Background: an optimization exercise with open tools, aiming at small area, a short achievable clock period and few clock cycles per item. Do not read the settings as production practice.
The RTL was checked by simulation tests, not by an equivalence proof against the original design.
Power figures rest on the tool's default switching activity, not on a simulated workload.

## flow/design.v (module list and top-level ports; edited modules follow where they fit)
// module fa: 4 lines
// module ha: 4 lines
// module lc: 3 lines
// module mul: 3339 lines
// module random: 578 lines
// module barnsley: 51 lines
module barnsley #(
    parameter FP_WIDTH = 25,
    parameter FP_INT = 5
    ) (
    input  wire clk,
    input  wire reset,
    output wire [19:0] iter_max,
    input  wire iter_change,
    output reg  done,
    output wire complete,
    output wire signed [FP_WIDTH-1:0] xn,
    output reg  signed [FP_WIDTH-1:0] yn
    );
  // ...
==> flow/run.sh <==
#!/bin/bash
# synth_recipe.tcl (not shown) runs the flow's synth.tcl, then flattens the netlist and writes it again
# the make line also repeats each setting of config.mk as NAME=value (left out here)
make -C /OpenROAD-flow-scripts/flow DESIGN_CONFIG=/design/flow/config.mk WORK_HOME=/design/flow/orfs CLKGATE_MAP_FILE= SYNTH_SCRIPT=/design/flow/synth_recipe.tcl finish
==> flow/config.mk <==
export PLATFORM = sky130hd
export DESIGN_NAME = barnsley
export DESIGN_NICKNAME = barnsley
export VERILOG_FILES = /design/flow/design.v
export SDC_FILE = /design/flow/constraint.sdc
export NUM_CORES = 4
export LEC_CHECK = 0
export CAP_MARGIN = 50
export CORE_MARGIN = 2
export CORE_UTILIZATION = 60
export SLEW_MARGIN = 75
export SYNTH_HIERARCHICAL = 1
==> flow/constraint.sdc <==
create_clock -name core_clock -period 15.0 [get_ports {clk}]
set_input_delay 3.0000 -clock core_clock [delete_from_list [all_inputs] [get_ports {clk}]]
set_output_delay 3.0000 -clock core_clock [all_outputs]
set_load 0.01 [all_outputs]
==> qor.tcl, run 1 <==
set qor(grt_first_pass_wirelength_um) 220000
set qor(crit-reg2reg-launch) {random_inst.ctl[2]}
set qor(yosys.area_share.xor_xnor_pct) 2.07
set qor(synth.yosys.seq_area_share_pct) 8.65
set qor(clock_skew_ns) 0.0151
set qor(crit_cells) 22
set qor(non_clock_inverter_count) 306
set qor(grt_util_met2_pct) 71.3
set qor(tritoncts_num_sinks) 135
set qor(synth_area_leader_cell) {fa_1}
set qor(bufAreaShareNonClock_pct) 5.36
set qor(regArea_um2) 3280
set qor(post-dp-hpwl_um) 112000
set qor(crit_type) {register to register}
set qor(met3_wirelength_um) 20900
set qor(timing.final.crit_period_ns) 7.59
set qor(ff2ff_path_depth) 22
set qor(intPower_mw) 0.663
set qor(clk_pin_slew_worst_paths_ns) 0.07
set qor(totalWireLength_um) 149000
set qor(detail_route.vias_per_cell) 7.12
set qor(multiInputGateArea_um2) 31600
set qor(run_status) {no timing/DRC/antenna violations}
set qor(complex_gate_fraction_of_the_synthesized_area_pct) 13.9
set qor(synth_flop_cell) {dfrtp_1}
set qor(power.share.switching_pct) 28.1
set qor(worst_path_largest_cell_delay_ns) 0.64
set qor(global_route.usage.met3_pct) 21.0
set qor(busiest_layer) {met2}
set qor(seqAreaFraction_pct) 8.24
set qor(worst_slack_ns) 7.41
Testbench counts, summed over its fixed seeds: cycles 80,000, points 80,000.
==> inputs of run 2 (changes only) <==
--- a/flow/config.mk
+++ b/flow/config.mk
@@ -9,3 +9,4 @@
 export CORE_MARGIN = 2
-export CORE_UTILIZATION = 60
+export CORE_UTILIZATION = 40
+export PLACE_DENSITY = 0.85
 export SLEW_MARGIN = 75
==> run 2 against run 1 <==
Net effect: critical path depth fell by 1; final cell count rose by 9.0%; global-route usage fell by 18 points; register-to-register slack improved by 0.11 ns; setup slack improved by 0.11 ns; design area rose by 1.0%; total power fell by 1.9%; critical path type unchanged; first-iteration DRC count rose by 6.2%.
==> qor.tcl, run 2 <==
set qor(run_status) {no timing/DRC/antenna violations}
set qor(synth.yosys.seq_area_share_pct) 8.65 ;# unchanged
set qor(detail_route.wl_per_cell_um) 29.0
set qor(critPathTopFamily) {adder cells}
set qor(drt_drc_violations_left) 0
set qor(ctsRootBufferMaster) {clkbuf_16}
set qor(rows) 111
set qor(finalHoldWorstSlack_ns) 0.551
set qor(timing.critical_path.arrival_ns) 7.84
set qor(die_area_um2) 94300
set qor(detail_route.vias_per_cell) 6.45 ;# -9.4%
set qor(yosysUniqueCellTypes) 94
set qor(clock_skew_ns) 0.0130 ;# -0.00207 ns
set qor(reg2reg_slack_ns) 7.52
set qor(timing.fmax_ghz) 0.134
set qor(clk_pin_slew_worst_paths_ns) 0.07 ;# about the same
set qor(synthDominantCellAreaShare_pct) 45.8
set qor(flow.area_growth_from_synthesis_pct) 9.38
set qor(design.final.nets) 4822
set qor(seq_power_share_pct) 40.8
set qor(post-dp-hpwl_um) 108000 ;# -3.2%
set qor(combined_buffer_and_inverter_count_along_the_critical_path) 2
set qor(mappedNetlistArea_um2) 36700
set qor(place.gp.congestion) 1.10
set qor(power_frac_comb_pct) 12.6
set qor(hold_crit_path_type) {register to register}
set qor(clock_latency_at_the_later_pin_of_the_worst_skew_pair_ns) 0.48
set qor(final_slew_viol_count) 0
set qor(synth_most_common_cell) {fa_1}
set qor(grt_start_max_net_pins) 60
set qor(final-hold-violation-count) 0
set qor(drive_above_1_share_pct) 12.1
set qor(largest_register_ffs) 34
set qor(vdd_drop_max_v) 0.0000870
set qor(first_global_vias) 33600
set qor(power.leakage_nw) 17.1
set qor(crit_type) {register to register}
set qor(globalRoute.totalOverflow) 0
set qor(pin_count) 75
set qor(timing.final.crit_period_ns) 7.48 ;# -0.113 ns
set qor(tritoncts_num_sinks) 135 ;# unchanged
set qor(endpoint) {x[19]}
set qor(startpoint) {random_inst.ctl[6]}
set qor(numCtsBuffers) 17
set qor(final_common_cell) {fa_1}
set qor(grt_setup_unrepaired) {false}
set qor(synth_area_leader_cell) {fa_1}
set qor(postRouteAntennaNets) 0
set qor(vias) 31500
set qor(crit-reg2reg-launch) {random_inst.ctl[6]}
set qor(dp_slack_ns) 7.70
set qor(yosys_warnings) 8
set qor(totalWireLength_um) 141000 ;# -5.3%
set qor(top_regs) {random_inst.ctl: 34 flops, random_inst.t: 31 flops, yn: 25 flops}
set qor(clk_path_buf_depth) 2
set qor(fillCellCount) 8445
set qor(die_x_um) 307
set qor(category_of_the_worst_setup_path_launch_point) {register}
set qor(regArea_um2) 3250 ;# -0.65%
set qor(largest_fanout_of_any_net_on_the_critical_path) 32
set qor(layout.cells.most_common_list) {fa_1 (835), nand2_1 (477), ha_1 (303), nor2_1 (256), inv_1 (244)}
set qor(multiInputGateArea_um2) 31600 ;# about the same
set qor(post-cts-setup-buffer-count) 0
set qor(worst_slack_ns) 7.52 ;# +0.113 ns
set qor(post_synth_main_area_contributors) {fa_1 (46%), ha_1 (10%), nand2_1 (4.9%)}
set qor(critical_path.most_common_cell) {fa_1}
set qor(min_period_over_period_pct) 49.8
set qor(yosys-top-cells-count) {fa_1 (841), nand2_1 (480), ha_1 (303)}
set qor(clock_power_share_pct) 46.5
set qor(cap_viol_max_count) 0
set qor(synthArstFlopShare_pct) 63.7
set qor(dr.first_iter.drc_count) 4772
set qor(ff2ff_path_depth) 21 ;# -4.5%
set qor(net-switching-power_mw) 0.261
set qor(grt_antenna_before_repair) 7
set qor(htree_num_levels) 4
set qor(cts-hold-fix-buffers) 0
set qor(max_flop_register) {random_inst.ctl}
set qor(final.setup.tns_ns) 0
set qor(worst_setup_path_end_kind) {register}
set qor(initial_core_util_pct) 40.2
set qor(grt_first_pass_wirelength_um) 212000 ;# -3.8%
set qor(cts_tree) {built}
set qor(synth_edf_count) 0
set qor(firstDrtPassIters) 8
set qor(crit_cells) 21 ;# -4.5%
set qor(avgSynthCellArea_um2) 9.82
set qor(setup-violations-final) 0
set qor(crit_chain) {clkbuf_8 > clkinv_1 > nand2_1 > o21ai_0 > fa_1 > fa_1 > fa_1 > fa_1 > fa_1 > ha_1 > fa_1 > fa_1 > ha_1 > and4_1 > and2_1 > and3_1 > and4_1 > nand2_1 > nor3_1 > a21oi_2 > xnor2_1}
set qor(cts_resized) 0
set qor(synth_flop_cell) {dfrtp_1}
set qor(worst_path_largest_cell_delay_ns) 0.54 ;# -0.10 ns
set qor(die_height_um) 307
set qor(port_buffers) 63
set qor(cp_data_required_time_ns) 15.37
set qor(postSynthRegisterBits) 135
set qor(cellPowerDensity_nw_per_um2) 22.5
set qor(floorplan.core_area_um2) 91400
set qor(crit_path_top_delay_cell) {dfstp_2}
set qor(syn-instance-count) 3742
set qor(reg2reg_to) {x[19]}
set qor(power.share.switching_pct) 28.8 ;# +0.74 points
set qor(post-layout-total-power_mw) 0.905
set qor(intPower_mw) 0.644 ;# -2.9%
set qor(gr-usage-all-layers_pct) 30.4
run 2: how the worst min path moves through the flow:
stage / from / endpoint / slack [ns] / depth (start not counted)
after floorplan: random_inst.mnext[3] / random_inst.mnext[3] / 0.49 / 2
after global placement: random_inst.mnext[3] / random_inst.mnext[3] / 0.51 / 2
after detailed placement: n[13] / n[13] / 0.54 / 1
after CTS: n[13] / n[13] / 0.55 / 1
after global routing: n[0] / n[0] / 0.58 / 1
final: n[13] / n[13] / 0.55 / 1
run 2: per-module statistics from Yosys (local to each module, per instance):
| module | flip-flops and latches | cells |
|---|---|---|
| lc | 0 | 2 |
| barnsley | 66 | 191 |
| fa | 0 | 1 |
| mul | 0 | 2157 |
| random | 69 | 405 |
| ha | 0 | 1 |
run 2: cells by family (layout without fill, tap and decap cells):
| logic type | count (synthesis) | in the layout | synth area share [%] |
|---|---|---|---|
| adder cells (fa/ha/maj) | 1144 | 1144 | 56.2 |
| AND/OR/NAND/NOR | 950 | 950 | 11.2 |
| AO/OA/AOI/OAI | 783 | 783 | 13.9 |
| buffers and inverters | 605 | 542 | 6.93 |
| flip-flops | 135 | 135 | 8.65 |
| XOR/XNOR | 85 | 85 | 2.07 |
| multiplexers | 38 | 38 | 1.08 |
| other | 2 | 17 | 0.0204 |
run 2: metal layers:
metal	vias up	global-route usage (%)	routed length (µm)
met4	12	20.7	12300
met2	2721	45.6	61400
li1	12300	-	-
met3	863	13.0	19800
met5	-	0.724	190
met1	15600	35.3	47700
run 2: layout make-up:
cell class                 count  share of cell area [%]
inverter                     306                    2.96
clock buffer                  17                    1.06
timing repair buffer         204                    5.13
antenna                        6                  0.0374
multi-input combinational   3011                    78.6
sequential                   135                    8.10
tap                         1186                    3.69
clock inverter                15                   0.383
run 2: stage by stage:
step | utilization [%] | std cells | area, µm²
3_5_place_dp | 42.9 | 4829 | 39200
3_3_place_gp | 41.7 | 4787 | 38100
4_1_cts | 43.5 | 4861 | 39700
6_report | 44.0 | 4880 | 40200
5_1_grt | 43.9 | 4874 | 40200
2_1_floorplan | - | 3751 | 36800
run 2: power by group through the flow:
stage / Combinational, mW / Clock [mW] / Sequential [mW]
CTS: 0.115 / 0.432 / 0.370
detailed placement: 0.115 / 0 / 0.377
finish: 0.114 / 0.421 / 0.370
global route: 0.124 / 0.447 / 0.370
floorplan: 0.0720 / 0 / 0.375
global placement: 0.109 / 0 / 0.376
==> inputs of run 3 (changes only) <==
--- a/flow/config.mk
+++ b/flow/config.mk
@@ -10,3 +10,2 @@
 export CORE_UTILIZATION = 40
-export PLACE_DENSITY = 0.85
 export SLEW_MARGIN = 75
==> run 3 against run 2 <==
Net effect: hold slack got worse by 0.0088 ns; synthesized cell count unchanged; still clean; critical path type unchanged; design area is essentially flat; critical path depth is 1 higher.
==> qor.tcl, run 3 <==
set qor(yosys_warnings) 8 ;# unchanged
set qor(numCtsBuffers) 17 ;# unchanged
set qor(cts_resized) 0 ;# unchanged
set qor(reg2reg_slack_ns) 7.59 ;# +0.07 ns
set qor(globalRoute.totalOverflow) 0 ;# unchanged
set qor(final_slew_viol_count) 0 ;# unchanged
set qor(category_of_the_worst_setup_path_launch_point) {register}
set qor(power.share.switching_pct) 26.5 ;# -2.3 points
set qor(ff2ff_path_depth) 22 ;# +4.8%
set qor(holdPathStages) 1 ;# unchanged
set qor(max_flop_register) {random_inst.ctl}
set qor(initial_core_util_pct) 40.2 ;# unchanged
set qor(synthDominantCellAreaShare_pct) 45.8 ;# unchanged
set qor(vdd_drop_max_v) 0.0000937 ;# +7.8%
set qor(vias) 30600 ;# -2.9%
set qor(grt_setup_unrepaired) {false}
set qor(power.leakage_nw) 17.1 ;# about the same
set qor(design.final.nets) 4818 ;# -0.083%
set qor(top_regs) {random_inst.ctl: 34 flops, random_inst.t: 31 flops, yn: 25 flops}
set qor(dr.first_iter.drc_count) 3984 ;# -17%
set qor(gr-usage-all-layers_pct) 30.9 ;# +0.45 points
set qor(post_synth_main_area_contributors) {fa_1 (46%), ha_1 (10%), nand2_1 (4.9%)}
set qor(drive_above_1_share_pct) 11.9 ;# -0.20 points
set qor(cp_data_required_time_ns) 15.37 ;# about the same
set qor(grt_first_pass_wirelength_um) 212000 ;# +0.28%
set qor(clk_pin_slew_worst_paths_ns) 0.06 ;# about the same
set qor(drt_drc_violations_left) 0 ;# unchanged
set qor(detail_route.wl_per_cell_um) 29.3 ;# +1.1%
set qor(synthArstFlopShare_pct) 63.7 ;# unchanged
set qor(placed_cells) 4826 ;# -0.062%
set qor(final.setup.tns_ns) 0 ;# unchanged
set qor(totalWireLength_um) 143000 ;# +1.0%
set qor(postSynthRegisterBits) 135 ;# unchanged
set qor(grt_antenna_before_repair) 2 ;# -5
set qor(post-cts-setup-buffer-count) 0 ;# unchanged
set qor(detail_route.vias_per_cell) 6.27 ;# -2.8%
set qor(clock_skew_ns) 0.0141 ;# +0.00106 ns
set qor(fillCellCount) 8796 ;# +4.2%
set qor(firstDrtPassIters) 8 ;# unchanged
set qor(place.gp.congestion) 1.02 ;# -7.7%
set qor(ctsRootBufferMaster) {clkbuf_16}
set qor(yosys-top-cells-count) {fa_1 (841), nand2_1 (480), ha_1 (303)}
set qor(synth_flop_cell) {dfrtp_1}
set qor(hold_crit_path_type) {register to register}
set qor(die_height_um) 307 ;# unchanged
set qor(largest_fanout_of_any_net_on_the_critical_path) 20 ;# -38%
set qor(endpoint) {x[19]}
set qor(floorplan.core_area_um2) 91400 ;# unchanged
set qor(run_status) {no timing/DRC/antenna violations}
set qor(post-layout-total-power_mw) 0.929 ;# +2.7%
set qor(final-hold-violation-count) 0 ;# unchanged
set qor(clock_power_share_pct) 47.9 ;# +1.4 points
set qor(cellPowerDensity_nw_per_um2) 23.1 ;# +2.7%
set qor(die_area_um2) 94300 ;# unchanged
set qor(timing.fmax_ghz) 0.135 ;# +0.92%
set qor(mappedNetlistArea_um2) 36700 ;# unchanged
set qor(clock_latency_at_the_later_pin_of_the_worst_skew_pair_ns) 0.49 ;# about the same
set qor(grt_start_max_net_pins) 50 ;# -17%
set qor(cap_viol_max_count) 0 ;# unchanged
set qor(avgSynthCellArea_um2) 9.82 ;# unchanged
set qor(final_cells) 4873 ;# -0.14%
set qor(die_x_um) 307 ;# unchanged
set qor(timing.final.crit_period_ns) 7.41 ;# -0.0680 ns
set qor(net-switching-power_mw) 0.246 ;# -5.7%
set qor(syn-instance-count) 3742 ;# unchanged
set qor(postRouteAntennaNets) 0 ;# unchanged
set qor(htree_num_levels) 4 ;# unchanged
set qor(seq_power_share_pct) 39.8 ;# -1.0 points
set qor(pin_count) 75 ;# unchanged
set qor(synth_area_leader_cell) {fa_1}
set qor(cts-hold-fix-buffers) 0 ;# unchanged
set qor(reg2reg_to) {x[19]}
set qor(intPower_mw) 0.683 ;# +6.1%
set qor(flow.area_growth_from_synthesis_pct) 9.37 ;# about the same
set qor(synth.yosys.seq_area_share_pct) 8.65 ;# unchanged
set qor(finalHoldWorstSlack_ns) 0.542 ;# -0.00883 ns
set qor(crit-reg2reg-launch) {random_inst.ctl[0]}
set qor(timing.critical_path.arrival_ns) 7.78 ;# -0.06 ns
set qor(first_global_vias) 32200 ;# -4.0%
set qor(crit_type) {register to register}
set qor(clk_path_buf_depth) 2 ;# unchanged
set qor(port_buffers) 63 ;# unchanged
set qor(synth_most_common_cell) {fa_1}
set qor(power_frac_comb_pct) 12.3 ;# -0.3 points
set qor(tritoncts_num_sinks) 135 ;# unchanged
set qor(startpoint) {random_inst.ctl[0]}
set qor(final_common_cell) {fa_1}
set qor(setup-violations-final) 0 ;# unchanged
set qor(cts_tree) {built}
set qor(post-dp-hpwl_um) 108000 ;# about the same
set qor(layout.cells.most_common_list) {fa_1 (835), nand2_1 (480), ha_1 (303), nor2_1 (254), inv_1 (249)}
set qor(largest_register_ffs) 34 ;# unchanged
set qor(worst_setup_path_end_kind) {register}
set qor(synth_edf_count) 0 ;# unchanged
set qor(rows) 111 ;# unchanged
set qor(yosysUniqueCellTypes) 94 ;# unchanged
set qor(min_period_over_period_pct) 49.4 ;# -0.45 points
run 3: cell types whose count changed in the layout (fill, tap and decap cells not counted), moves of 5 or more:
cell     before  now
inv_1       244  249
inv_2        33   27
inv_8         5    0
o21ai_0     203  187
o21ai_1      57   69
o21ai_4       3    8
run 3: worst min-delay path by stage:
stage,start,slack [ns],endpoint
6_report,n[13],0.54,n[13]
5_1_grt,n[13],0.57,n[13]
4_1_cts,n[13],0.55,n[13]
3_5_place_dp,n[13],0.54,n[13]
3_3_place_gp,random_inst.mnext[3],0.51,random_inst.mnext[3]
2_1_floorplan,random_inst.mnext[3],0.49,random_inst.mnext[3]
run 3: power by group through the flow:
stage                     logic, mW  clock network, mW  registers (mW)
final                         0.114              0.446           0.370
after global routing          0.126              0.474           0.370
after CTS                     0.116              0.460           0.370
after detailed placement      0.116                  0           0.377
after global placement        0.111                  0           0.377
after floorplan              0.0720                  0           0.375
run 3: logic make-up (layout without fill, tap and decap cells):
| group | count (synthesis) | count (layout) | share of synthesized area [%] |
|---|---|---|---|
| AOI/OAI and AO/OA | 783 | 783 | 13.9 |
| xor gates and xnor gates | 85 | 85 | 2.07 |
| adders and majority gates | 1144 | 1144 | 56.2 |
| buffers and inverters | 605 | 538 | 6.93 |
| DFF | 135 | 135 | 8.65 |
| muxes | 38 | 38 | 1.08 |
| other | 2 | 14 | 0.0204 |
| and+or+nand+nor | 950 | 950 | 11.2 |
run 3: per-layer routing:
layer | GRT usage, % | vias to the layer above | share of wire (%)
li1 | - | 12300 | -
met1 | 37.6 | 15300 | 36
met2 | 46.5 | 2325 | 44
met3 | 10.7 | 691 | 12
met4 | 20.3 | 4 | 8.2
met5 | 0.207 | - | 0.026
run 3: metrics by stage:
step                util [%]  instance area (µm²)  setup slack (ns)
global placement        41.7                38100              7.27
floorplan                  -                36800              8.33
global route            44.0                40200              7.43
detailed placement      42.9                39200              7.61
finish                  44.0                40200              7.59
CTS                     43.5                39800              7.74
run 3: Yosys stat by module, one instance, submodules excluded:
module | cells inside | area (µm²) | times used | flops+latches
fa | 1 | 20.0 | 827 | 0
random | 405 | 4080 | 1 | 69
mul | 2157 | 12100 | 1 | 0
barnsley | 191 | 2300 | 1 | 66
lc | 2 | 17.5 | 44 | 0
ha | 1 | 12.5 | 74 | 0
run 3: layout make-up:
type                       instances  area [µm²]  area share [%]
timing repair buffer             200        2010            5.00
inverter                         306        1200            2.98
antenna                            3        7.51          0.0187
clock buffer                      20         468            1.16
multi-input combinational       3011       31600            78.7
clock inverter                    12         139           0.346
sequential                       135        3260            8.11
tap                             1186        1480            3.69
run 3: critical path, cell delays in order (launching register included):
cell     delay [ns]
dfstp_4        0.57
inv_2          0.34
buf_4          0.43
nand2_1        0.29
and2_1         0.29
ha_1           0.29
inv_1          0.05
fa_1           0.44
fa_1           0.38
fa_1           0.50
fa_1           0.41
ha_1           0.20
fa_1           0.50
fa_1           0.41
ha_1           0.39
and4_1         0.28
and2_1         0.19
and3_1         0.33
and4_1         0.28
nand2_1        0.17
nor3_1         0.28
a21oi_2        0.09
xnor2_1        0.14

-- re-timing with driven ports --
In the flow no input, the clock included, has a driving cell. The finished layouts below were timed again as built, in two steps.
Step 1, drivers: a clkbuf_16 drives clk and a buf_2 each remaining input, both assumed.
Step 2 adds t to the input delays and takes it off the output delays; t is the mean of the earliest and latest rising clock arrival at the registers after step 1. Input paths then give back, and output paths get back, about the clock's delay inside the block.
Three values: ideal ports, drivers, drivers and shift; two values: the first two.
run	t (ns)	setup WS [ns]	worst data-port slew with drivers (ns)	pins driven straight from the clock port
run 1	0.510	7.411 / 7.411 / 7.411	0.03	1
run 2	0.526	7.524 / 7.524 / 7.524	0.03	1
run 3	0.544	7.593 / 7.593 / 7.593	0.03	1
After both steps setup and hold are still met in every run listed.
